From an optimization exercise on the open Yosys and OpenROAD flow, aimed at small area; shortcuts taken in it are not production practice.
Only simulation tests tie the RTL to the original design; equivalence was not proved.
Power figures rest on the tool's default switching activity, not on a simulated workload.

===== flow/run.sh =====
#!/bin/bash
# synth_recipe.tcl (not shown) runs the flow's synth.tcl, then flattens the netlist and writes it again
# the make line also repeats each setting of config.mk as NAME=value (left out here)
make -C /OpenROAD-flow-scripts/flow DESIGN_CONFIG=/design/flow/config.mk WORK_HOME=/design/flow/orfs CLKGATE_MAP_FILE= SYNTH_SCRIPT=/design/flow/synth_recipe.tcl finish

===== flow/config.mk =====
export PLATFORM = sky130hd
export DESIGN_NAME = LedMatrix
export DESIGN_NICKNAME = LedMatrix
export VERILOG_FILES = /design/flow/design.v
export SDC_FILE = /design/flow/constraint.sdc
export NUM_CORES = 4
export LEC_CHECK = 0
export CAP_MARGIN = 20
export CORE_MARGIN = 2
export CORE_UTILIZATION = 40
export SLEW_MARGIN = 20

===== flow/constraint.sdc =====
create_clock -name core_clock -period 10.0 [get_ports {clk}]
set_input_delay 2.0000 -clock core_clock [delete_from_list [all_inputs] [get_ports {clk}]]
set_output_delay 2.0000 -clock core_clock [all_outputs]
set_load 0.01 [all_outputs]

===== flow/design.v =====
module LedMatrix (
  output reg [34:0]   io_col,
  output     [5:0]    io_row,
  input               bus_write,
  input      [6:0]    bus_address,
  input      [31:0]   bus_writeData,
  input               clk,
  input               reset
);
  wire       [0:0]    _zz_112;
  wire       [7:0]    _zz_113;
  wire       [0:0]    _zz_114;
  wire       [2:0]    _zz_115;
  wire       [5:0]    _zz_116;
  wire                _zz_117;
  wire       [0:0]    _zz_118;
  wire       [64:0]   _zz_119;
  wire                _zz_120;
  wire       [0:0]    _zz_121;
  wire       [56:0]   _zz_122;
  wire                _zz_123;
  wire       [0:0]    _zz_124;
  wire       [48:0]   _zz_125;
  wire                _zz_126;
  wire       [0:0]    _zz_127;
  wire       [40:0]   _zz_128;
  wire                _zz_129;
  wire       [0:0]    _zz_130;
  wire       [32:0]   _zz_131;
  wire                _zz_132;
  wire       [0:0]    _zz_133;
  wire       [24:0]   _zz_134;
  wire                _zz_135;
  wire       [0:0]    _zz_136;
  wire       [16:0]   _zz_137;
  wire                _zz_138;
  wire       [0:0]    _zz_139;
  wire       [8:0]    _zz_140;
  wire                _zz_141;
  wire       [0:0]    _zz_142;
  wire       [0:0]    _zz_143;
  wire       [7:0]    regs_ice_0;
  wire       [7:0]    regs_ice_1;
  wire       [7:0]    regs_ice_2;
  wire       [7:0]    regs_ice_3;
  wire       [7:0]    regs_ice_4;
  wire       [7:0]    regs_ice_5;
  wire       [7:0]    regs_ice_6;
  wire       [7:0]    regs_ice_7;
  wire       [7:0]    regs_ice_8;
  wire       [7:0]    regs_ice_9;
  wire       [7:0]    regs_ice_10;
  wire       [7:0]    regs_ice_11;
  wire       [7:0]    regs_ice_12;
  wire       [7:0]    regs_ice_13;
  wire       [7:0]    regs_ice_14;
  wire       [7:0]    regs_ice_15;
  wire       [7:0]    regs_ice_16;
  wire       [7:0]    regs_ice_17;
  wire       [7:0]    regs_ice_18;
  wire       [7:0]    regs_ice_19;
  wire       [7:0]    regs_ice_20;
  wire       [7:0]    regs_ice_21;
  wire       [7:0]    regs_ice_22;
  wire       [7:0]    regs_ice_23;
  wire       [7:0]    regs_ice_24;
  wire       [7:0]    regs_ice_25;
  wire       [7:0]    regs_ice_26;
  wire       [7:0]    regs_ice_27;
  wire       [7:0]    regs_ice_28;
  wire       [7:0]    regs_ice_29;
  wire       [7:0]    regs_ice_30;
  wire       [7:0]    regs_ice_31;
  wire       [7:0]    regs_ice_32;
  wire       [7:0]    regs_ice_33;
  wire       [7:0]    regs_ice_34;
  wire       [7:0]    regs_ice_35;
  wire       [7:0]    regs_ice_36;
  wire       [7:0]    regs_ice_37;
  wire       [7:0]    regs_ice_38;
  wire       [7:0]    regs_ice_39;
  wire       [7:0]    regs_ice_40;
  wire       [7:0]    regs_ice_41;
  wire       [7:0]    regs_ice_42;
  wire       [7:0]    regs_ice_43;
  wire       [7:0]    regs_ice_44;
  wire       [7:0]    regs_ice_45;
  wire       [7:0]    regs_ice_46;
  wire       [7:0]    regs_ice_47;
  wire       [7:0]    regs_ice_48;
  wire       [7:0]    regs_ice_49;
  wire       [7:0]    regs_ice_50;
  wire       [7:0]    regs_ice_51;
  wire       [7:0]    regs_ice_52;
  wire       [7:0]    regs_ice_53;
  wire       [7:0]    regs_ice_54;
  wire       [7:0]    regs_ice_55;
  wire       [7:0]    regs_ice_56;
  wire       [7:0]    regs_ice_57;
  wire       [7:0]    regs_ice_58;
  wire       [7:0]    regs_ice_59;
  wire       [7:0]    regs_ice_60;
  wire       [7:0]    regs_ice_61;
  wire       [7:0]    regs_ice_62;
  wire       [7:0]    regs_ice_63;
  wire       [7:0]    regs_ice_64;
  wire       [7:0]    regs_ice_65;
  wire       [7:0]    regs_ice_66;
  wire       [7:0]    regs_ice_67;
  wire       [7:0]    regs_ice_68;
  wire       [7:0]    regs_ice_69;
  wire       [7:0]    regs_ice_70;
  wire       [7:0]    regs_ice_71;
  wire       [7:0]    regs_ice_72;
  wire       [15:0]   regs_fn;
  wire       [7:0]    regs_locks_0;
  wire       [7:0]    regs_locks_1;
  wire       [7:0]    regs_locks_2;
  wire       [23:0]   regs_rgb_0;
  wire       [23:0]   regs_rgb_1;
  wire       [23:0]   regs_rgb_2;
  wire       [23:0]   regs_rgb_3;
  wire       [23:0]   regs_rgb_4;
  wire       [23:0]   regs_rgb_5;
  wire       [23:0]   regs_rgb_6;
  wire       [23:0]   regs_rgb_7;
  wire       [23:0]   regs_rgb_8;
  wire       [23:0]   regs_rgb_9;
  wire       [23:0]   regs_rgb_10;
  wire       [23:0]   regs_rgb_11;
  wire       [23:0]   regs_rgb_12;
  wire       [23:0]   regs_rgb_13;
  wire       [23:0]   regs_rgb_14;
  wire       [23:0]   regs_rgb_15;
  wire       [23:0]   regs_rgb_16;
  wire       [23:0]   regs_rgb_17;
  wire       [23:0]   regs_rgb_18;
  wire       [23:0]   regs_rgb_19;
  wire       [23:0]   regs_rgb_20;
  wire       [23:0]   regs_rgb_21;
  wire       [23:0]   regs_rgb_22;
  wire       [23:0]   regs_rgb_23;
  wire       [23:0]   regs_rgb_24;
  wire       [23:0]   regs_rgb_25;
  wire       [23:0]   regs_rgb_26;
  wire       [23:0]   regs_rgb_27;
  wire       [23:0]   regs_rgb_28;
  wire       [23:0]   regs_rgb_29;
  reg        [7:0]    _zz_1;
  reg        [7:0]    _zz_2;
  reg        [7:0]    _zz_3;
  reg        [7:0]    _zz_4;
  reg        [7:0]    _zz_5;
  reg        [7:0]    _zz_6;
  reg        [7:0]    _zz_7;
  reg        [7:0]    _zz_8;
  reg        [7:0]    _zz_9;
  reg        [7:0]    _zz_10;
  reg        [7:0]    _zz_11;
  reg        [7:0]    _zz_12;
  reg        [7:0]    _zz_13;
  reg        [7:0]    _zz_14;
  reg        [7:0]    _zz_15;
  reg        [7:0]    _zz_16;
  reg        [7:0]    _zz_17;
  reg        [7:0]    _zz_18;
  reg        [7:0]    _zz_19;
  reg        [7:0]    _zz_20;
  reg        [7:0]    _zz_21;
  reg        [7:0]    _zz_22;
  reg        [7:0]    _zz_23;
  reg        [7:0]    _zz_24;
  reg        [7:0]    _zz_25;
  reg        [7:0]    _zz_26;
  reg        [7:0]    _zz_27;
  reg        [7:0]    _zz_28;
  reg        [7:0]    _zz_29;
  reg        [7:0]    _zz_30;
  reg        [7:0]    _zz_31;
  reg        [7:0]    _zz_32;
  reg        [7:0]    _zz_33;
  reg        [7:0]    _zz_34;
  reg        [7:0]    _zz_35;
  reg        [7:0]    _zz_36;
  reg        [7:0]    _zz_37;
  reg        [7:0]    _zz_38;
  reg        [7:0]    _zz_39;
  reg        [7:0]    _zz_40;
  reg        [7:0]    _zz_41;
  reg        [7:0]    _zz_42;
  reg        [7:0]    _zz_43;
  reg        [7:0]    _zz_44;
  reg        [7:0]    _zz_45;
  reg        [7:0]    _zz_46;
  reg        [7:0]    _zz_47;
  reg        [7:0]    _zz_48;
  reg        [7:0]    _zz_49;
  reg        [7:0]    _zz_50;
  reg        [7:0]    _zz_51;
  reg        [7:0]    _zz_52;
  reg        [7:0]    _zz_53;
  reg        [7:0]    _zz_54;
  reg        [7:0]    _zz_55;
  reg        [7:0]    _zz_56;
  reg        [7:0]    _zz_57;
  reg        [7:0]    _zz_58;
  reg        [7:0]    _zz_59;
  reg        [7:0]    _zz_60;
  reg        [7:0]    _zz_61;
  reg        [7:0]    _zz_62;
  reg        [7:0]    _zz_63;
  reg        [7:0]    _zz_64;
  reg        [7:0]    _zz_65;
  reg        [7:0]    _zz_66;
  reg        [7:0]    _zz_67;
  reg        [7:0]    _zz_68;
  reg        [7:0]    _zz_69;
  reg        [7:0]    _zz_70;
  reg        [7:0]    _zz_71;
  reg        [7:0]    _zz_72;
  reg        [7:0]    _zz_73;
  reg        [15:0]   _zz_74;
  reg        [23:0]   _zz_75;
  reg        [23:0]   _zz_76;
  reg        [23:0]   _zz_77;
  reg        [23:0]   _zz_78;
  reg        [23:0]   _zz_79;
  reg        [23:0]   _zz_80;
  reg        [23:0]   _zz_81;
  reg        [23:0]   _zz_82;
  reg        [23:0]   _zz_83;
  reg        [23:0]   _zz_84;
  reg        [23:0]   _zz_85;
  reg        [23:0]   _zz_86;
  reg        [23:0]   _zz_87;
  reg        [23:0]   _zz_88;
  reg        [23:0]   _zz_89;
  reg        [23:0]   _zz_90;
  reg        [23:0]   _zz_91;
  reg        [23:0]   _zz_92;
  reg        [23:0]   _zz_93;
  reg        [23:0]   _zz_94;
  reg        [23:0]   _zz_95;
  reg        [23:0]   _zz_96;
  reg        [23:0]   _zz_97;
  reg        [23:0]   _zz_98;
  reg        [23:0]   _zz_99;
  reg        [23:0]   _zz_100;
  reg        [23:0]   _zz_101;
  reg        [23:0]   _zz_102;
  reg        [23:0]   _zz_103;
  reg        [23:0]   _zz_104;
  reg        [7:0]    _zz_105;
  reg        [7:0]    _zz_106;
  reg        [7:0]    _zz_107;
  reg        [167:0]  ledSta;
  reg        [12:0]   _zz_108;
  wire                _zz_109;
  reg                 _zz_109_regNext;
  wire                pwm_pwmCnt_willIncrement;
  wire                pwm_pwmCnt_willClear;
  reg        [7:0]    pwm_pwmCnt_valueNext;
  reg        [7:0]    pwm_pwmCnt_value;
  wire                pwm_pwmCnt_willOverflowIfInc;
  wire                pwm_pwmCnt_willOverflow;
  reg        [9:0]    _zz_110;
  wire                _zz_111;
  reg                 _zz_111_regNext;
  wire                scanner_rowCnt_willIncrement;
  wire                scanner_rowCnt_willClear;
  reg        [2:0]    scanner_rowCnt_valueNext;
  reg        [2:0]    scanner_rowCnt_value;
  wire                scanner_rowCnt_willOverflowIfInc;
  wire                scanner_rowCnt_willOverflow;
  assign _zz_112 = pwm_pwmCnt_willIncrement;
  assign _zz_113 = {7'd0, _zz_112};
  assign _zz_114 = scanner_rowCnt_willIncrement;
  assign _zz_115 = {2'd0, _zz_114};
  assign _zz_116 = (6'h01 <<< scanner_rowCnt_value);
  assign _zz_117 = (regs_ice_66 < pwm_pwmCnt_value);
  assign _zz_118 = (regs_ice_65 < pwm_pwmCnt_value);
  assign _zz_119 = {(regs_ice_64 < pwm_pwmCnt_value),{(regs_ice_63 < pwm_pwmCnt_value),{(regs_ice_62 < pwm_pwmCnt_value),{(regs_ice_61 < pwm_pwmCnt_value),{(regs_ice_60 < pwm_pwmCnt_value),{(regs_ice_59 < pwm_pwmCnt_value),{_zz_120,{_zz_121,_zz_122}}}}}}}};
  assign _zz_120 = (regs_ice_58 < pwm_pwmCnt_value);
  assign _zz_121 = (regs_ice_57 < pwm_pwmCnt_value);
  assign _zz_122 = {(regs_ice_56 < pwm_pwmCnt_value),{(regs_ice_55 < pwm_pwmCnt_value),{(regs_ice_54 < pwm_pwmCnt_value),{(regs_ice_53 < pwm_pwmCnt_value),{(regs_ice_52 < pwm_pwmCnt_value),{(regs_ice_51 < pwm_pwmCnt_value),{_zz_123,{_zz_124,_zz_125}}}}}}}};
  assign _zz_123 = (regs_ice_50 < pwm_pwmCnt_value);
  assign _zz_124 = (regs_ice_49 < pwm_pwmCnt_value);
  assign _zz_125 = {(regs_ice_48 < pwm_pwmCnt_value),{(regs_ice_47 < pwm_pwmCnt_value),{(regs_ice_46 < pwm_pwmCnt_value),{(regs_ice_45 < pwm_pwmCnt_value),{(regs_ice_44 < pwm_pwmCnt_value),{(regs_ice_43 < pwm_pwmCnt_value),{_zz_126,{_zz_127,_zz_128}}}}}}}};
  assign _zz_126 = (regs_ice_42 < pwm_pwmCnt_value);
  assign _zz_127 = (regs_ice_41 < pwm_pwmCnt_value);
  assign _zz_128 = {(regs_ice_40 < pwm_pwmCnt_value),{(regs_ice_39 < pwm_pwmCnt_value),{(regs_ice_38 < pwm_pwmCnt_value),{(regs_ice_37 < pwm_pwmCnt_value),{(regs_ice_36 < pwm_pwmCnt_value),{(regs_ice_35 < pwm_pwmCnt_value),{_zz_129,{_zz_130,_zz_131}}}}}}}};
  assign _zz_129 = (regs_ice_34 < pwm_pwmCnt_value);
  assign _zz_130 = (regs_ice_33 < pwm_pwmCnt_value);
  assign _zz_131 = {(regs_ice_32 < pwm_pwmCnt_value),{(regs_ice_31 < pwm_pwmCnt_value),{(regs_ice_30 < pwm_pwmCnt_value),{(regs_ice_29 < pwm_pwmCnt_value),{(regs_ice_28 < pwm_pwmCnt_value),{(regs_ice_27 < pwm_pwmCnt_value),{_zz_132,{_zz_133,_zz_134}}}}}}}};
  assign _zz_132 = (regs_ice_26 < pwm_pwmCnt_value);
  assign _zz_133 = (regs_ice_25 < pwm_pwmCnt_value);
  assign _zz_134 = {(regs_ice_24 < pwm_pwmCnt_value),{(regs_ice_23 < pwm_pwmCnt_value),{(regs_ice_22 < pwm_pwmCnt_value),{(regs_ice_21 < pwm_pwmCnt_value),{(regs_ice_20 < pwm_pwmCnt_value),{(regs_ice_19 < pwm_pwmCnt_value),{_zz_135,{_zz_136,_zz_137}}}}}}}};
  assign _zz_135 = (regs_ice_18 < pwm_pwmCnt_value);
  assign _zz_136 = (regs_ice_17 < pwm_pwmCnt_value);
  assign _zz_137 = {(regs_ice_16 < pwm_pwmCnt_value),{(regs_ice_15 < pwm_pwmCnt_value),{(regs_ice_14 < pwm_pwmCnt_value),{(regs_ice_13 < pwm_pwmCnt_value),{(regs_ice_12 < pwm_pwmCnt_value),{(regs_ice_11 < pwm_pwmCnt_value),{_zz_138,{_zz_139,_zz_140}}}}}}}};
  assign _zz_138 = (regs_ice_10 < pwm_pwmCnt_value);
  assign _zz_139 = (regs_ice_9 < pwm_pwmCnt_value);
  assign _zz_140 = {(regs_ice_8 < pwm_pwmCnt_value),{(regs_ice_7 < pwm_pwmCnt_value),{(regs_ice_6 < pwm_pwmCnt_value),{(regs_ice_5 < pwm_pwmCnt_value),{(regs_ice_4 < pwm_pwmCnt_value),{(regs_ice_3 < pwm_pwmCnt_value),{_zz_141,{_zz_142,_zz_143}}}}}}}};
  assign _zz_141 = (regs_ice_2 < pwm_pwmCnt_value);
  assign _zz_142 = (regs_ice_1 < pwm_pwmCnt_value);
  assign _zz_143 = (regs_ice_0 < pwm_pwmCnt_value);
  assign regs_ice_0 = _zz_1;
  assign regs_ice_1 = _zz_2;
  assign regs_ice_2 = _zz_3;
  assign regs_ice_3 = _zz_4;
  assign regs_ice_4 = _zz_5;
  assign regs_ice_5 = _zz_6;
  assign regs_ice_6 = _zz_7;
  assign regs_ice_7 = _zz_8;
  assign regs_ice_8 = _zz_9;
  assign regs_ice_9 = _zz_10;
  assign regs_ice_10 = _zz_11;
  assign regs_ice_11 = _zz_12;
  assign regs_ice_12 = _zz_13;
  assign regs_ice_13 = _zz_14;
  assign regs_ice_14 = _zz_15;
  assign regs_ice_15 = _zz_16;
  assign regs_ice_16 = _zz_17;
  assign regs_ice_17 = _zz_18;
  assign regs_ice_18 = _zz_19;
  assign regs_ice_19 = _zz_20;
  assign regs_ice_20 = _zz_21;
  assign regs_ice_21 = _zz_22;
  assign regs_ice_22 = _zz_23;
  assign regs_ice_23 = _zz_24;
  assign regs_ice_24 = _zz_25;
  assign regs_ice_25 = _zz_26;
  assign regs_ice_26 = _zz_27;
  assign regs_ice_27 = _zz_28;
  assign regs_ice_28 = _zz_29;
  assign regs_ice_29 = _zz_30;
  assign regs_ice_30 = _zz_31;
  assign regs_ice_31 = _zz_32;
  assign regs_ice_32 = _zz_33;
  assign regs_ice_33 = _zz_34;
  assign regs_ice_34 = _zz_35;
  assign regs_ice_35 = _zz_36;
  assign regs_ice_36 = _zz_37;
  assign regs_ice_37 = _zz_38;
  assign regs_ice_38 = _zz_39;
  assign regs_ice_39 = _zz_40;
  assign regs_ice_40 = _zz_41;
  assign regs_ice_41 = _zz_42;
  assign regs_ice_42 = _zz_43;
  assign regs_ice_43 = _zz_44;
  assign regs_ice_44 = _zz_45;
  assign regs_ice_45 = _zz_46;
  assign regs_ice_46 = _zz_47;
  assign regs_ice_47 = _zz_48;
  assign regs_ice_48 = _zz_49;
  assign regs_ice_49 = _zz_50;
  assign regs_ice_50 = _zz_51;
  assign regs_ice_51 = _zz_52;
  assign regs_ice_52 = _zz_53;
  assign regs_ice_53 = _zz_54;
  assign regs_ice_54 = _zz_55;
  assign regs_ice_55 = _zz_56;
  assign regs_ice_56 = _zz_57;
  assign regs_ice_57 = _zz_58;
  assign regs_ice_58 = _zz_59;
  assign regs_ice_59 = _zz_60;
  assign regs_ice_60 = _zz_61;
  assign regs_ice_61 = _zz_62;
  assign regs_ice_62 = _zz_63;
  assign regs_ice_63 = _zz_64;
  assign regs_ice_64 = _zz_65;
  assign regs_ice_65 = _zz_66;
  assign regs_ice_66 = _zz_67;
  assign regs_ice_67 = _zz_68;
  assign regs_ice_68 = _zz_69;
  assign regs_ice_69 = _zz_70;
  assign regs_ice_70 = _zz_71;
  assign regs_ice_71 = _zz_72;
  assign regs_ice_72 = _zz_73;
  assign regs_fn = _zz_74;
  assign regs_rgb_0 = _zz_75;
  assign regs_rgb_1 = _zz_76;
  assign regs_rgb_2 = _zz_77;
  assign regs_rgb_3 = _zz_78;
  assign regs_rgb_4 = _zz_79;
  assign regs_rgb_5 = _zz_80;
  assign regs_rgb_6 = _zz_81;
  assign regs_rgb_7 = _zz_82;
  assign regs_rgb_8 = _zz_83;
  assign regs_rgb_9 = _zz_84;
  assign regs_rgb_10 = _zz_85;
  assign regs_rgb_11 = _zz_86;
  assign regs_rgb_12 = _zz_87;
  assign regs_rgb_13 = _zz_88;
  assign regs_rgb_14 = _zz_89;
  assign regs_rgb_15 = _zz_90;
  assign regs_rgb_16 = _zz_91;
  assign regs_rgb_17 = _zz_92;
  assign regs_rgb_18 = _zz_93;
  assign regs_rgb_19 = _zz_94;
  assign regs_rgb_20 = _zz_95;
  assign regs_rgb_21 = _zz_96;
  assign regs_rgb_22 = _zz_97;
  assign regs_rgb_23 = _zz_98;
  assign regs_rgb_24 = _zz_99;
  assign regs_rgb_25 = _zz_100;
  assign regs_rgb_26 = _zz_101;
  assign regs_rgb_27 = _zz_102;
  assign regs_rgb_28 = _zz_103;
  assign regs_rgb_29 = _zz_104;
  assign regs_locks_0 = _zz_105;
  assign regs_locks_1 = _zz_106;
  assign regs_locks_2 = _zz_107;
  assign _zz_109 = (_zz_108 == 13'h1387);
  assign pwm_pwmCnt_willClear = 1'b0;
  assign pwm_pwmCnt_willOverflowIfInc = (pwm_pwmCnt_value == 8'hff);
  assign pwm_pwmCnt_willOverflow = (pwm_pwmCnt_willOverflowIfInc && pwm_pwmCnt_willIncrement);
  always @ (*) begin
    pwm_pwmCnt_valueNext = (pwm_pwmCnt_value + _zz_113);
    if(pwm_pwmCnt_willClear)begin
      pwm_pwmCnt_valueNext = 8'h0;
    end
  end
  assign pwm_pwmCnt_willIncrement = 1'b1;
  always @ (*) begin
    ledSta[72 : 0] = {(regs_ice_72 < pwm_pwmCnt_value),{(regs_ice_71 < pwm_pwmCnt_value),{(regs_ice_70 < pwm_pwmCnt_value),{(regs_ice_69 < pwm_pwmCnt_value),{(regs_ice_68 < pwm_pwmCnt_value),{(regs_ice_67 < pwm_pwmCnt_value),{_zz_117,{_zz_118,_zz_119}}}}}}}};
    ledSta[74 : 73] = {(regs_fn[7 : 0] < pwm_pwmCnt_value),(regs_fn[15 : 8] < pwm_pwmCnt_value)};
    ledSta[77 : 75] = {(regs_rgb_0[7 : 0] < pwm_pwmCnt_value),{(regs_rgb_0[15 : 8] < pwm_pwmCnt_value),(regs_rgb_0[23 : 16] < pwm_pwmCnt_value)}};
    ledSta[80 : 78] = {(regs_rgb_1[7 : 0] < pwm_pwmCnt_value),{(regs_rgb_1[15 : 8] < pwm_pwmCnt_value),(regs_rgb_1[23 : 16] < pwm_pwmCnt_value)}};
    ledSta[83 : 81] = {(regs_rgb_2[7 : 0] < pwm_pwmCnt_value),{(regs_rgb_2[15 : 8] < pwm_pwmCnt_value),(regs_rgb_2[23 : 16] < pwm_pwmCnt_value)}};
    ledSta[86 : 84] = {(regs_rgb_3[7 : 0] < pwm_pwmCnt_value),{(regs_rgb_3[15 : 8] < pwm_pwmCnt_value),(regs_rgb_3[23 : 16] < pwm_pwmCnt_value)}};
    ledSta[89 : 87] = {(regs_rgb_4[7 : 0] < pwm_pwmCnt_value),{(regs_rgb_4[15 : 8] < pwm_pwmCnt_value),(regs_rgb_4[23 : 16] < pwm_pwmCnt_value)}};
    ledSta[92 : 90] = {(regs_rgb_5[7 : 0] < pwm_pwmCnt_value),{(regs_rgb_5[15 : 8] < pwm_pwmCnt_value),(regs_rgb_5[23 : 16] < pwm_pwmCnt_value)}};
    ledSta[95 : 93] = {(regs_rgb_6[7 : 0] < pwm_pwmCnt_value),{(regs_rgb_6[15 : 8] < pwm_pwmCnt_value),(regs_rgb_6[23 : 16] < pwm_pwmCnt_value)}};
    ledSta[98 : 96] = {(regs_rgb_7[7 : 0] < pwm_pwmCnt_value),{(regs_rgb_7[15 : 8] < pwm_pwmCnt_value),(regs_rgb_7[23 : 16] < pwm_pwmCnt_value)}};
    ledSta[101 : 99] = {(regs_rgb_8[7 : 0] < pwm_pwmCnt_value),{(regs_rgb_8[15 : 8] < pwm_pwmCnt_value),(regs_rgb_8[23 : 16] < pwm_pwmCnt_value)}};
    ledSta[104 : 102] = {(regs_rgb_9[7 : 0] < pwm_pwmCnt_value),{(regs_rgb_9[15 : 8] < pwm_pwmCnt_value),(regs_rgb_9[23 : 16] < pwm_pwmCnt_value)}};
    ledSta[107 : 105] = {(regs_rgb_10[7 : 0] < pwm_pwmCnt_value),{(regs_rgb_10[15 : 8] < pwm_pwmCnt_value),(regs_rgb_10[23 : 16] < pwm_pwmCnt_value)}};
    ledSta[110 : 108] = {(regs_rgb_11[7 : 0] < pwm_pwmCnt_value),{(regs_rgb_11[15 : 8] < pwm_pwmCnt_value),(regs_rgb_11[23 : 16] < pwm_pwmCnt_value)}};
    ledSta[113 : 111] = {(regs_rgb_12[7 : 0] < pwm_pwmCnt_value),{(regs_rgb_12[15 : 8] < pwm_pwmCnt_value),(regs_rgb_12[23 : 16] < pwm_pwmCnt_value)}};
    ledSta[116 : 114] = {(regs_rgb_13[7 : 0] < pwm_pwmCnt_value),{(regs_rgb_13[15 : 8] < pwm_pwmCnt_value),(regs_rgb_13[23 : 16] < pwm_pwmCnt_value)}};
    ledSta[119 : 117] = {(regs_rgb_14[7 : 0] < pwm_pwmCnt_value),{(regs_rgb_14[15 : 8] < pwm_pwmCnt_value),(regs_rgb_14[23 : 16] < pwm_pwmCnt_value)}};
    ledSta[122 : 120] = {(regs_rgb_15[7 : 0] < pwm_pwmCnt_value),{(regs_rgb_15[15 : 8] < pwm_pwmCnt_value),(regs_rgb_15[23 : 16] < pwm_pwmCnt_value)}};
    ledSta[125 : 123] = {(regs_rgb_16[7 : 0] < pwm_pwmCnt_value),{(regs_rgb_16[15 : 8] < pwm_pwmCnt_value),(regs_rgb_16[23 : 16] < pwm_pwmCnt_value)}};
    ledSta[128 : 126] = {(regs_rgb_17[7 : 0] < pwm_pwmCnt_value),{(regs_rgb_17[15 : 8] < pwm_pwmCnt_value),(regs_rgb_17[23 : 16] < pwm_pwmCnt_value)}};
    ledSta[131 : 129] = {(regs_rgb_18[7 : 0] < pwm_pwmCnt_value),{(regs_rgb_18[15 : 8] < pwm_pwmCnt_value),(regs_rgb_18[23 : 16] < pwm_pwmCnt_value)}};
    ledSta[134 : 132] = {(regs_rgb_19[7 : 0] < pwm_pwmCnt_value),{(regs_rgb_19[15 : 8] < pwm_pwmCnt_value),(regs_rgb_19[23 : 16] < pwm_pwmCnt_value)}};
    ledSta[137 : 135] = {(regs_rgb_20[7 : 0] < pwm_pwmCnt_value),{(regs_rgb_20[15 : 8] < pwm_pwmCnt_value),(regs_rgb_20[23 : 16] < pwm_pwmCnt_value)}};
    ledSta[140 : 138] = {(regs_rgb_21[7 : 0] < pwm_pwmCnt_value),{(regs_rgb_21[15 : 8] < pwm_pwmCnt_value),(regs_rgb_21[23 : 16] < pwm_pwmCnt_value)}};
    ledSta[143 : 141] = {(regs_rgb_22[7 : 0] < pwm_pwmCnt_value),{(regs_rgb_22[15 : 8] < pwm_pwmCnt_value),(regs_rgb_22[23 : 16] < pwm_pwmCnt_value)}};
    ledSta[146 : 144] = {(regs_rgb_23[7 : 0] < pwm_pwmCnt_value),{(regs_rgb_23[15 : 8] < pwm_pwmCnt_value),(regs_rgb_23[23 : 16] < pwm_pwmCnt_value)}};
    ledSta[149 : 147] = {(regs_rgb_24[7 : 0] < pwm_pwmCnt_value),{(regs_rgb_24[15 : 8] < pwm_pwmCnt_value),(regs_rgb_24[23 : 16] < pwm_pwmCnt_value)}};
    ledSta[152 : 150] = {(regs_rgb_25[7 : 0] < pwm_pwmCnt_value),{(regs_rgb_25[15 : 8] < pwm_pwmCnt_value),(regs_rgb_25[23 : 16] < pwm_pwmCnt_value)}};
    ledSta[155 : 153] = {(regs_rgb_26[7 : 0] < pwm_pwmCnt_value),{(regs_rgb_26[15 : 8] < pwm_pwmCnt_value),(regs_rgb_26[23 : 16] < pwm_pwmCnt_value)}};
    ledSta[158 : 156] = {(regs_rgb_27[7 : 0] < pwm_pwmCnt_value),{(regs_rgb_27[15 : 8] < pwm_pwmCnt_value),(regs_rgb_27[23 : 16] < pwm_pwmCnt_value)}};
    ledSta[161 : 159] = {(regs_rgb_28[7 : 0] < pwm_pwmCnt_value),{(regs_rgb_28[15 : 8] < pwm_pwmCnt_value),(regs_rgb_28[23 : 16] < pwm_pwmCnt_value)}};
    ledSta[164 : 162] = {(regs_rgb_29[7 : 0] < pwm_pwmCnt_value),{(regs_rgb_29[15 : 8] < pwm_pwmCnt_value),(regs_rgb_29[23 : 16] < pwm_pwmCnt_value)}};
    ledSta[167 : 165] = {(regs_locks_2 < pwm_pwmCnt_value),{(regs_locks_1 < pwm_pwmCnt_value),(regs_locks_0 < pwm_pwmCnt_value)}};
  end
  assign _zz_111 = (_zz_110 == 10'h340);
  assign scanner_rowCnt_willClear = 1'b0;
  assign scanner_rowCnt_willOverflowIfInc = (scanner_rowCnt_value == 3'b101);
  assign scanner_rowCnt_willOverflow = (scanner_rowCnt_willOverflowIfInc && scanner_rowCnt_willIncrement);
  always @ (*) begin
    if(scanner_rowCnt_willOverflow)begin
      scanner_rowCnt_valueNext = 3'b000;
    end else begin
      scanner_rowCnt_valueNext = (scanner_rowCnt_value + _zz_115);
    end
    if(scanner_rowCnt_willClear)begin
      scanner_rowCnt_valueNext = 3'b000;
    end
  end
  assign scanner_rowCnt_willIncrement = 1'b1;
  assign io_row = (~ _zz_116);
  always @ (*) begin
    io_col = (~ 35'h0);
    case(scanner_rowCnt_value)
      3'b000 : begin
        io_col[0] = ledSta[0];
        io_col[13 : 2] = ledSta[12 : 1];
        io_col[22 : 14] = ledSta[83 : 75];
        io_col[28] = ledSta[165];
        io_col[31] = ledSta[166];
        io_col[34] = ledSta[167];
      end
      3'b001 : begin
        io_col[13 : 0] = ledSta[26 : 13];
        io_col[34 : 14] = ledSta[104 : 84];
      end
      3'b010 : begin
        io_col[13 : 0] = ledSta[40 : 27];
        io_col[34 : 14] = ledSta[125 : 105];
      end
      3'b011 : begin
        io_col[11 : 0] = ledSta[52 : 41];
        io_col[13] = ledSta[53];
        io_col[31 : 23] = ledSta[134 : 126];
      end
      3'b100 : begin
        io_col[10 : 0] = ledSta[64 : 54];
        io_col[13] = ledSta[65];
        io_col[19 : 17] = ledSta[137 : 135];
        io_col[31 : 23] = ledSta[146 : 138];
      end
      3'b101 : begin
        io_col[2 : 0] = ledSta[68 : 66];
        io_col[5] = ledSta[69];
        io_col[10 : 9] = ledSta[71 : 70];
        io_col[12 : 11] = ledSta[74 : 73];
        io_col[25 : 13] = {ledSta[158 : 147],ledSta[72]};
        io_col[34 : 29] = ledSta[164 : 159];
      end
      default : begin
      end
    endcase
  end
  always @ (posedge clk or posedge reset) begin
    if (reset) begin
      _zz_1 <= 8'h0;
      _zz_2 <= 8'h0;
      _zz_3 <= 8'h0;
      _zz_4 <= 8'h0;
      _zz_5 <= 8'h0;
      _zz_6 <= 8'h0;
      _zz_7 <= 8'h0;
      _zz_8 <= 8'h0;
      _zz_9 <= 8'h0;
      _zz_10 <= 8'h0;
      _zz_11 <= 8'h0;
      _zz_12 <= 8'h0;
      _zz_13 <= 8'h0;
      _zz_14 <= 8'h0;
      _zz_15 <= 8'h0;
      _zz_16 <= 8'h0;
      _zz_17 <= 8'h0;
      _zz_18 <= 8'h0;
      _zz_19 <= 8'h0;
      _zz_20 <= 8'h0;
      _zz_21 <= 8'h0;
      _zz_22 <= 8'h0;
      _zz_23 <= 8'h0;
      _zz_24 <= 8'h0;
      _zz_25 <= 8'h0;
      _zz_26 <= 8'h0;
      _zz_27 <= 8'h0;
      _zz_28 <= 8'h0;
      _zz_29 <= 8'h0;
      _zz_30 <= 8'h0;
      _zz_31 <= 8'h0;
      _zz_32 <= 8'h0;
      _zz_33 <= 8'h0;
      _zz_34 <= 8'h0;
      _zz_35 <= 8'h0;
      _zz_36 <= 8'h0;
      _zz_37 <= 8'h0;
      _zz_38 <= 8'h0;
      _zz_39 <= 8'h0;
      _zz_40 <= 8'h0;
      _zz_41 <= 8'h0;
      _zz_42 <= 8'h0;
      _zz_43 <= 8'h0;
      _zz_44 <= 8'h0;
      _zz_45 <= 8'h0;
      _zz_46 <= 8'h0;
      _zz_47 <= 8'h0;
      _zz_48 <= 8'h0;
      _zz_49 <= 8'h0;
      _zz_50 <= 8'h0;
      _zz_51 <= 8'h0;
      _zz_52 <= 8'h0;
      _zz_53 <= 8'h0;
      _zz_54 <= 8'h0;
      _zz_55 <= 8'h0;
      _zz_56 <= 8'h0;
      _zz_57 <= 8'h0;
      _zz_58 <= 8'h0;
      _zz_59 <= 8'h0;
      _zz_60 <= 8'h0;
      _zz_61 <= 8'h0;
      _zz_62 <= 8'h0;
      _zz_63 <= 8'h0;
      _zz_64 <= 8'h0;
      _zz_65 <= 8'h0;
      _zz_66 <= 8'h0;
      _zz_67 <= 8'h0;
      _zz_68 <= 8'h0;
      _zz_69 <= 8'h0;
      _zz_70 <= 8'h0;
      _zz_71 <= 8'h0;
      _zz_72 <= 8'h0;
      _zz_73 <= 8'h0;
      _zz_74 <= 16'h0;
      _zz_75 <= 24'h0;
      _zz_76 <= 24'h0;
      _zz_77 <= 24'h0;
      _zz_78 <= 24'h0;
      _zz_79 <= 24'h0;
      _zz_80 <= 24'h0;
      _zz_81 <= 24'h0;
      _zz_82 <= 24'h0;
      _zz_83 <= 24'h0;
      _zz_84 <= 24'h0;
      _zz_85 <= 24'h0;
      _zz_86 <= 24'h0;
      _zz_87 <= 24'h0;
      _zz_88 <= 24'h0;
      _zz_89 <= 24'h0;
      _zz_90 <= 24'h0;
      _zz_91 <= 24'h0;
      _zz_92 <= 24'h0;
      _zz_93 <= 24'h0;
      _zz_94 <= 24'h0;
      _zz_95 <= 24'h0;
      _zz_96 <= 24'h0;
      _zz_97 <= 24'h0;
      _zz_98 <= 24'h0;
      _zz_99 <= 24'h0;
      _zz_100 <= 24'h0;
      _zz_101 <= 24'h0;
      _zz_102 <= 24'h0;
      _zz_103 <= 24'h0;
      _zz_104 <= 24'h0;
      _zz_105 <= 8'h0;
      _zz_106 <= 8'h0;
      _zz_107 <= 8'h0;
      _zz_108 <= 13'h0;
      _zz_109_regNext <= 1'b0;
      _zz_110 <= 10'h0;
      _zz_111_regNext <= 1'b0;
    end else begin
      if((bus_write && (bus_address == 7'h0)))begin
        _zz_1 <= bus_writeData[7:0];
      end
      if((bus_write && (bus_address == 7'h01)))begin
        _zz_2 <= bus_writeData[7:0];
      end
      if((bus_write && (bus_address == 7'h02)))begin
        _zz_3 <= bus_writeData[7:0];
      end
      if((bus_write && (bus_address == 7'h03)))begin
        _zz_4 <= bus_writeData[7:0];
      end
      if((bus_write && (bus_address == 7'h04)))begin
        _zz_5 <= bus_writeData[7:0];
      end
      if((bus_write && (bus_address == 7'h05)))begin
        _zz_6 <= bus_writeData[7:0];
      end
      if((bus_write && (bus_address == 7'h06)))begin
        _zz_7 <= bus_writeData[7:0];
      end
      if((bus_write && (bus_address == 7'h07)))begin
        _zz_8 <= bus_writeData[7:0];
      end
      if((bus_write && (bus_address == 7'h08)))begin
        _zz_9 <= bus_writeData[7:0];
      end
      if((bus_write && (bus_address == 7'h09)))begin
        _zz_10 <= bus_writeData[7:0];
      end
      if((bus_write && (bus_address == 7'h0a)))begin
        _zz_11 <= bus_writeData[7:0];
      end
      if((bus_write && (bus_address == 7'h0b)))begin
        _zz_12 <= bus_writeData[7:0];
      end
      if((bus_write && (bus_address == 7'h0c)))begin
        _zz_13 <= bus_writeData[7:0];
      end
      if((bus_write && (bus_address == 7'h0d)))begin
        _zz_14 <= bus_writeData[7:0];
      end
      if((bus_write && (bus_address == 7'h0e)))begin
        _zz_15 <= bus_writeData[7:0];
      end
      if((bus_write && (bus_address == 7'h0f)))begin
        _zz_16 <= bus_writeData[7:0];
      end
      if((bus_write && (bus_address == 7'h10)))begin
        _zz_17 <= bus_writeData[7:0];
      end
      if((bus_write && (bus_address == 7'h11)))begin
        _zz_18 <= bus_writeData[7:0];
      end
      if((bus_write && (bus_address == 7'h12)))begin
        _zz_19 <= bus_writeData[7:0];
      end
      if((bus_write && (bus_address == 7'h13)))begin
        _zz_20 <= bus_writeData[7:0];
      end
      if((bus_write && (bus_address == 7'h14)))begin
        _zz_21 <= bus_writeData[7:0];
      end
      if((bus_write && (bus_address == 7'h15)))begin
        _zz_22 <= bus_writeData[7:0];
      end
      if((bus_write && (bus_address == 7'h16)))begin
        _zz_23 <= bus_writeData[7:0];
      end
      if((bus_write && (bus_address == 7'h17)))begin
        _zz_24 <= bus_writeData[7:0];
      end
      if((bus_write && (bus_address == 7'h18)))begin
        _zz_25 <= bus_writeData[7:0];
      end
      if((bus_write && (bus_address == 7'h19)))begin
        _zz_26 <= bus_writeData[7:0];
      end
      if((bus_write && (bus_address == 7'h1a)))begin
        _zz_27 <= bus_writeData[7:0];
      end
      if((bus_write && (bus_address == 7'h1b)))begin
        _zz_28 <= bus_writeData[7:0];
      end
      if((bus_write && (bus_address == 7'h1c)))begin
        _zz_29 <= bus_writeData[7:0];
      end
      if((bus_write && (bus_address == 7'h1d)))begin
        _zz_30 <= bus_writeData[7:0];
      end
      if((bus_write && (bus_address == 7'h1e)))begin
        _zz_31 <= bus_writeData[7:0];
      end
      if((bus_write && (bus_address == 7'h1f)))begin
        _zz_32 <= bus_writeData[7:0];
      end
      if((bus_write && (bus_address == 7'h20)))begin
        _zz_33 <= bus_writeData[7:0];
      end
      if((bus_write && (bus_address == 7'h21)))begin
        _zz_34 <= bus_writeData[7:0];
      end
      if((bus_write && (bus_address == 7'h22)))begin
        _zz_35 <= bus_writeData[7:0];
      end
      if((bus_write && (bus_address == 7'h23)))begin
        _zz_36 <= bus_writeData[7:0];
      end
      if((bus_write && (bus_address == 7'h24)))begin
        _zz_37 <= bus_writeData[7:0];
      end
      if((bus_write && (bus_address == 7'h25)))begin
        _zz_38 <= bus_writeData[7:0];
      end
      if((bus_write && (bus_address == 7'h26)))begin
        _zz_39 <= bus_writeData[7:0];
      end
      if((bus_write && (bus_address == 7'h27)))begin
        _zz_40 <= bus_writeData[7:0];
      end
      if((bus_write && (bus_address == 7'h28)))begin
        _zz_41 <= bus_writeData[7:0];
      end
      if((bus_write && (bus_address == 7'h29)))begin
        _zz_42 <= bus_writeData[7:0];
      end
      if((bus_write && (bus_address == 7'h2a)))begin
        _zz_43 <= bus_writeData[7:0];
      end
      if((bus_write && (bus_address == 7'h2b)))begin
        _zz_44 <= bus_writeData[7:0];
      end
      if((bus_write && (bus_address == 7'h2c)))begin
        _zz_45 <= bus_writeData[7:0];
      end
      if((bus_write && (bus_address == 7'h2d)))begin
        _zz_46 <= bus_writeData[7:0];
      end
      if((bus_write && (bus_address == 7'h2e)))begin
        _zz_47 <= bus_writeData[7:0];
      end
      if((bus_write && (bus_address == 7'h2f)))begin
        _zz_48 <= bus_writeData[7:0];
      end
      if((bus_write && (bus_address == 7'h30)))begin
        _zz_49 <= bus_writeData[7:0];
      end
      if((bus_write && (bus_address == 7'h31)))begin
        _zz_50 <= bus_writeData[7:0];
      end
      if((bus_write && (bus_address == 7'h32)))begin
        _zz_51 <= bus_writeData[7:0];
      end
      if((bus_write && (bus_address == 7'h33)))begin
        _zz_52 <= bus_writeData[7:0];
      end
      if((bus_write && (bus_address == 7'h34)))begin
        _zz_53 <= bus_writeData[7:0];
      end
      if((bus_write && (bus_address == 7'h35)))begin
        _zz_54 <= bus_writeData[7:0];
      end
      if((bus_write && (bus_address == 7'h36)))begin
        _zz_55 <= bus_writeData[7:0];
      end
      if((bus_write && (bus_address == 7'h37)))begin
        _zz_56 <= bus_writeData[7:0];
      end
      if((bus_write && (bus_address == 7'h38)))begin
        _zz_57 <= bus_writeData[7:0];
      end
      if((bus_write && (bus_address == 7'h39)))begin
        _zz_58 <= bus_writeData[7:0];
      end
      if((bus_write && (bus_address == 7'h3a)))begin
        _zz_59 <= bus_writeData[7:0];
      end
      if((bus_write && (bus_address == 7'h3b)))begin
        _zz_60 <= bus_writeData[7:0];
      end
      if((bus_write && (bus_address == 7'h3c)))begin
        _zz_61 <= bus_writeData[7:0];
      end
      if((bus_write && (bus_address == 7'h3d)))begin
        _zz_62 <= bus_writeData[7:0];
      end
      if((bus_write && (bus_address == 7'h3e)))begin
        _zz_63 <= bus_writeData[7:0];
      end
      if((bus_write && (bus_address == 7'h3f)))begin
        _zz_64 <= bus_writeData[7:0];
      end
      if((bus_write && (bus_address == 7'h40)))begin
        _zz_65 <= bus_writeData[7:0];
      end
      if((bus_write && (bus_address == 7'h41)))begin
        _zz_66 <= bus_writeData[7:0];
      end
      if((bus_write && (bus_address == 7'h42)))begin
        _zz_67 <= bus_writeData[7:0];
      end
      if((bus_write && (bus_address == 7'h43)))begin
        _zz_68 <= bus_writeData[7:0];
      end
      if((bus_write && (bus_address == 7'h44)))begin
        _zz_69 <= bus_writeData[7:0];
      end
      if((bus_write && (bus_address == 7'h45)))begin
        _zz_70 <= bus_writeData[7:0];
      end
      if((bus_write && (bus_address == 7'h46)))begin
        _zz_71 <= bus_writeData[7:0];
      end
      if((bus_write && (bus_address == 7'h47)))begin
        _zz_72 <= bus_writeData[7:0];
      end
      if((bus_write && (bus_address == 7'h48)))begin
        _zz_73 <= bus_writeData[7:0];
      end
      if((bus_write && (bus_address == 7'h49)))begin
        _zz_74 <= bus_writeData[15:0];
      end
      if((bus_write && (bus_address == 7'h4a)))begin
        _zz_75 <= bus_writeData[23:0];
      end
      if((bus_write && (bus_address == 7'h4b)))begin
        _zz_76 <= bus_writeData[23:0];
      end
      if((bus_write && (bus_address == 7'h4c)))begin
        _zz_77 <= bus_writeData[23:0];
      end
      if((bus_write && (bus_address == 7'h4d)))begin
        _zz_78 <= bus_writeData[23:0];
      end
      if((bus_write && (bus_address == 7'h4e)))begin
        _zz_79 <= bus_writeData[23:0];
      end
      if((bus_write && (bus_address == 7'h4f)))begin
        _zz_80 <= bus_writeData[23:0];
      end
      if((bus_write && (bus_address == 7'h50)))begin
        _zz_81 <= bus_writeData[23:0];
      end
      if((bus_write && (bus_address == 7'h51)))begin
        _zz_82 <= bus_writeData[23:0];
      end
      if((bus_write && (bus_address == 7'h52)))begin
        _zz_83 <= bus_writeData[23:0];
      end
      if((bus_write && (bus_address == 7'h53)))begin
        _zz_84 <= bus_writeData[23:0];
      end
      if((bus_write && (bus_address == 7'h54)))begin
        _zz_85 <= bus_writeData[23:0];
      end
      if((bus_write && (bus_address == 7'h55)))begin
        _zz_86 <= bus_writeData[23:0];
      end
      if((bus_write && (bus_address == 7'h56)))begin
        _zz_87 <= bus_writeData[23:0];
      end
      if((bus_write && (bus_address == 7'h57)))begin
        _zz_88 <= bus_writeData[23:0];
      end
      if((bus_write && (bus_address == 7'h58)))begin
        _zz_89 <= bus_writeData[23:0];
      end
      if((bus_write && (bus_address == 7'h59)))begin
        _zz_90 <= bus_writeData[23:0];
      end
      if((bus_write && (bus_address == 7'h5a)))begin
        _zz_91 <= bus_writeData[23:0];
      end
      if((bus_write && (bus_address == 7'h5b)))begin
        _zz_92 <= bus_writeData[23:0];
      end
      if((bus_write && (bus_address == 7'h5c)))begin
        _zz_93 <= bus_writeData[23:0];
      end
      if((bus_write && (bus_address == 7'h5d)))begin
        _zz_94 <= bus_writeData[23:0];
      end
      if((bus_write && (bus_address == 7'h5e)))begin
        _zz_95 <= bus_writeData[23:0];
      end
      if((bus_write && (bus_address == 7'h5f)))begin
        _zz_96 <= bus_writeData[23:0];
      end
      if((bus_write && (bus_address == 7'h60)))begin
        _zz_97 <= bus_writeData[23:0];
      end
      if((bus_write && (bus_address == 7'h61)))begin
        _zz_98 <= bus_writeData[23:0];
      end
      if((bus_write && (bus_address == 7'h62)))begin
        _zz_99 <= bus_writeData[23:0];
      end
      if((bus_write && (bus_address == 7'h63)))begin
        _zz_100 <= bus_writeData[23:0];
      end
      if((bus_write && (bus_address == 7'h64)))begin
        _zz_101 <= bus_writeData[23:0];
      end
      if((bus_write && (bus_address == 7'h65)))begin
        _zz_102 <= bus_writeData[23:0];
      end
      if((bus_write && (bus_address == 7'h66)))begin
        _zz_103 <= bus_writeData[23:0];
      end
      if((bus_write && (bus_address == 7'h67)))begin
        _zz_104 <= bus_writeData[23:0];
      end
      if((bus_write && (bus_address == 7'h68)))begin
        _zz_105 <= bus_writeData[7:0];
      end
      if((bus_write && (bus_address == 7'h69)))begin
        _zz_106 <= bus_writeData[7:0];
      end
      if((bus_write && (bus_address == 7'h6a)))begin
        _zz_107 <= bus_writeData[7:0];
      end
      _zz_108 <= (_zz_108 + 13'h0001);
      if(_zz_109)begin
        _zz_108 <= 13'h0;
      end
      _zz_109_regNext <= _zz_109;
      _zz_110 <= (_zz_110 + 10'h001);
      if(_zz_111)begin
        _zz_110 <= 10'h0;
      end
      _zz_111_regNext <= _zz_111;
    end
  end
  always @ (posedge clk or posedge reset) begin
    if (reset) begin
      pwm_pwmCnt_value <= 8'h0;
    end else begin
      if(_zz_109_regNext) begin
        pwm_pwmCnt_value <= pwm_pwmCnt_valueNext;
      end
    end
  end
  always @ (posedge clk or posedge reset) begin
    if (reset) begin
      scanner_rowCnt_value <= 3'b000;
    end else begin
      if(_zz_111_regNext) begin
        scanner_rowCnt_value <= scanner_rowCnt_valueNext;
      end
    end
  end
endmodule

==> results.toml <==
[yosys]
syn_area_um2 = 77900
syn_inst = 6118
synth-edff-count = 0
synth_top_flop_cell = "dfrtp_1"
ys_seq_elements = 1380
postSynth.asyncResetShare = 1.00
yosys.cell_types.count = 83
synth_nets = 7343
syn_area_per_cell_um2 = 12.7
yosysSeqAreaShare = 0.443
yosysWarnings = 1

[route]
drt-pass1-iter-count = 5
routed_via_density = 5.77
via_count = 50900
routed_wl_mm = 216
drtAntennaViolNets = 0
drc = 0
wl_per_cell_um = 24.5
drt_iter0_drc = 2931

[sta]
fin_setup_tns_ns = 0
report.final.hold_viol_count = 0
worst_pin_slew_ns = 1.19
final-setup-viol-count = 0
maxSlewHeadroom = 0.200
clock_skew_ns = 0.0310
hold-worst-slack_ns = 0.462
period_minus_slack_ns = 7.12
fmax_mhz = 140
rsz0062_at_grt = "no"
finalCritPeriodShare = 0.712
slew_violations = 0

[clock_tree]
cts_buffers = 155
cts-root-buf = "clkbuf_16"
cts_max_path_buffers = 3
h-tree-depth = 4
cts.sinks = 1380
cts_setup_buffers = 0
insertion_delay_ns = 0.80
ctsResizeCount = 0
postCtsHoldBufs = 0
clkTransAtPathRegs_ns = 0.06
cts_tree = "built"

[floorplan]
die-width_um = 445
ioPinCount = 83
start_util = 0.404
num_rows = 161
coreArea_um2 = 193000
die_height_um = 445
die_area_um2 = 198000

[worst_hold_path]
hold_path.class = "register to register"

[placed_design]
gp_congestion = 0.788
portBuffers = 74
dp_hpwl_mm = 124

[setup_path]
cp-end-kind = "output pin"
worst_setup_path_start_kind = "register"
crit_required_ns = 8.00
cp_max_fo = 67
worst-endpoint-arrival_ns = 5.12
path_class = "register to output pin"

[global_routing]
first_global_vias = 52600
use_met3 = 0.0352
met2_usage = 0.353
grt_pass1_wl_mm = 330
track_usage = 0.219
grt-ovfl-total = 0
met1_usage = 0.299
antenna_found_initial = 18
grt_max_degree = 152
top_usage_layer = "met2"

[run]
maxCapViolCount = 0

[finish]
layout-drive-gt1-share = 0.280
layout.nets = 7395
areaGrowthSynthToFinish_pct = 11.0
final_common_cell = "dfrtp_1"
fin_util = 0.448
layout_common_cells = "dfrtp_1 (1379), mux2_2 (1315), ha_1 (1183), o21ai_0 (272), a21oi_1 (255)"

[pwr]
p_per_area_nw_per_um2 = 163
cellLeakagePower_nw = 42.6
design_power_total_mw = 14.1
peakVddDrop_uv = 132

[run_status]
status = "no timing/DRC/antenna violations"
where the power goes:
group          internal, mW  switching [mW]  leakage [nW]  total [mW]
sequential             6.03           0.237          18.8        6.27
combinational         0.986            1.01          21.3        1.99
clock                  3.36            2.44          2.51        5.79
total                  10.4            3.68          42.6        14.1
critical path, cell delays in order, from the launching register on:
cell             delay [ns]
dfrtp_1                0.44
inv_8                  0.54
buf_4                  0.59
ha_1                   0.33
and3_1                 0.18
a2111o_1               0.39
a31oi_1                0.41
a2111oi_1              0.13
buf_4                  0.21
o311ai_0               0.27
clkdlybuf4s50_1        0.69
cells by family (layout without fill, tap and decap cells):
family / count (synthesis) / count (layout) / share of synthesized area
flops: 1380 / 1380 / 0.443
compound gates: 1118 / 1118 / 0.0939
fa+ha+maj: 1183 / 1183 / 0.190
buf+inv: 297 / 469 / 0.0181
simple gates: 771 / 771 / 0.0565
xor+xnor: 25 / 25 / 0.00281
other cells: 0 / 5 / 0
mux: 1344 / 1344 / 0.195
per-stage QoR:
step                instance area, um2  std cells  setup WS, ns
finish                           86400       8821          2.88
global route                     86400       8820          2.71
detailed placement               81300       8538          3.67
global placement                 81300       8537          3.69
CTS                              86400       8815          2.78
floorplan                        77900       6118        -11.09
layout make-up:
cell class              count  area [um2]
clock buffers             235        4590
multi-input cells        4441       42000
repair buffers            159        1470
diodes                      5        12.5
well taps                2526        3160
inverters                  33         181
clock inverters            42         514
fillers                 17500      107000
flip-flops and latches   1380       34500
cell usage after synthesis, types with 18 or more instances:
cell type | n | area (um2)
a21o_1 | 143 | 1070
o21ai_0 | 273 | 1370
a211oi_1 | 121 | 908
buf_6 | 18 | 203
nand4_1 | 86 | 538
o211ai_1 | 54 | 405
inv_1 | 29 | 109
buf_2 | 70 | 350
and4_1 | 35 | 307
buf_4 | 19 | 143
mux2_4 | 20 | 300
and3_1 | 22 | 138
ha_1 | 1183 | 14800
o21a_1 | 27 | 203
o2111ai_1 | 28 | 245
a31oi_1 | 18 | 113
a211o_1 | 36 | 315
a21oi_1 | 256 | 1280
nor3_1 | 27 | 135
nor2_1 | 98 | 368
mux2_2 | 1315 | 14800
nand3_1 | 59 | 295
dfrtp_1 | 1380 | 34500
nand2b_1 | 93 | 582
nand2_1 | 193 | 724
a2111oi_0 | 56 | 490
nor2b_1 | 62 | 388
clkbuf_1 | 148 | 556
layer usage:
layer,up-vias,part of all wire
met5,-,0.00013
met4,4,0.033
met3,348,0.045
met2,902,0.46
met1,26300,0.46
li1,23300,-
path summary, 6_finish.rpt:
| kind | depth (start not counted) | end | start | slack [ns] |
|---|---|---|---|---|
| worst max-delay path | 10 | io_col[11] | pwm_pwmCnt_value[5]$_DFFE_PP0P_ | 2.88 |
| worst min-delay path | 1 | _zz_108[0]$_DFF_PP0_ | _zz_108[0]$_DFF_PP0_ | 0.46 |
| worst max register to register | 4 | pwm_pwmCnt_value[6]$_DFFE_PP0P_ | pwm_pwmCnt_value[6]$_DFFE_PP0P_ | 7.80 |
| worst min register to register | 1 | _zz_108[0]$_DFF_PP0_ | _zz_108[0]$_DFF_PP0_ | 0.46 |
| max in group asynchronous | 4 | _zz_61[7]$_DFFE_PP0P_ | reset | 6.39 |
| min in group asynchronous | 2 | _zz_78[2]$_DFFE_PP0P_ | reset | 1.61 |

-- port drivers added, routing unchanged --
The flow's constraints put no driver on any port. The routed layout listed below was extracted and timed again, unchanged, in two steps. Step 1 sets driving cells, clkbuf_16 on the clock port and buf_2 on the other inputs (assumed; they add their load-dependent delay and slew). Step 2 times the ports against the registers' clock, not the clock port: input delays grow and output delays shrink by t, the midpoint of the rising clock arrivals with the driver on. a / b / c = ideal ports / drivers / drivers and shift; a / b = the first two.
t (ns): 0.873
setup slack, ns: 2.876 / 2.793 / 3.667
slew at the worst register clock pin (ns): 0.06 / 0.06
worst data-port slew with drivers (ns): 0.16
After both steps this run still meets setup and hold. The setup slack of this run moves by -0.083 ns with the drivers and by +0.791 ns with both steps.
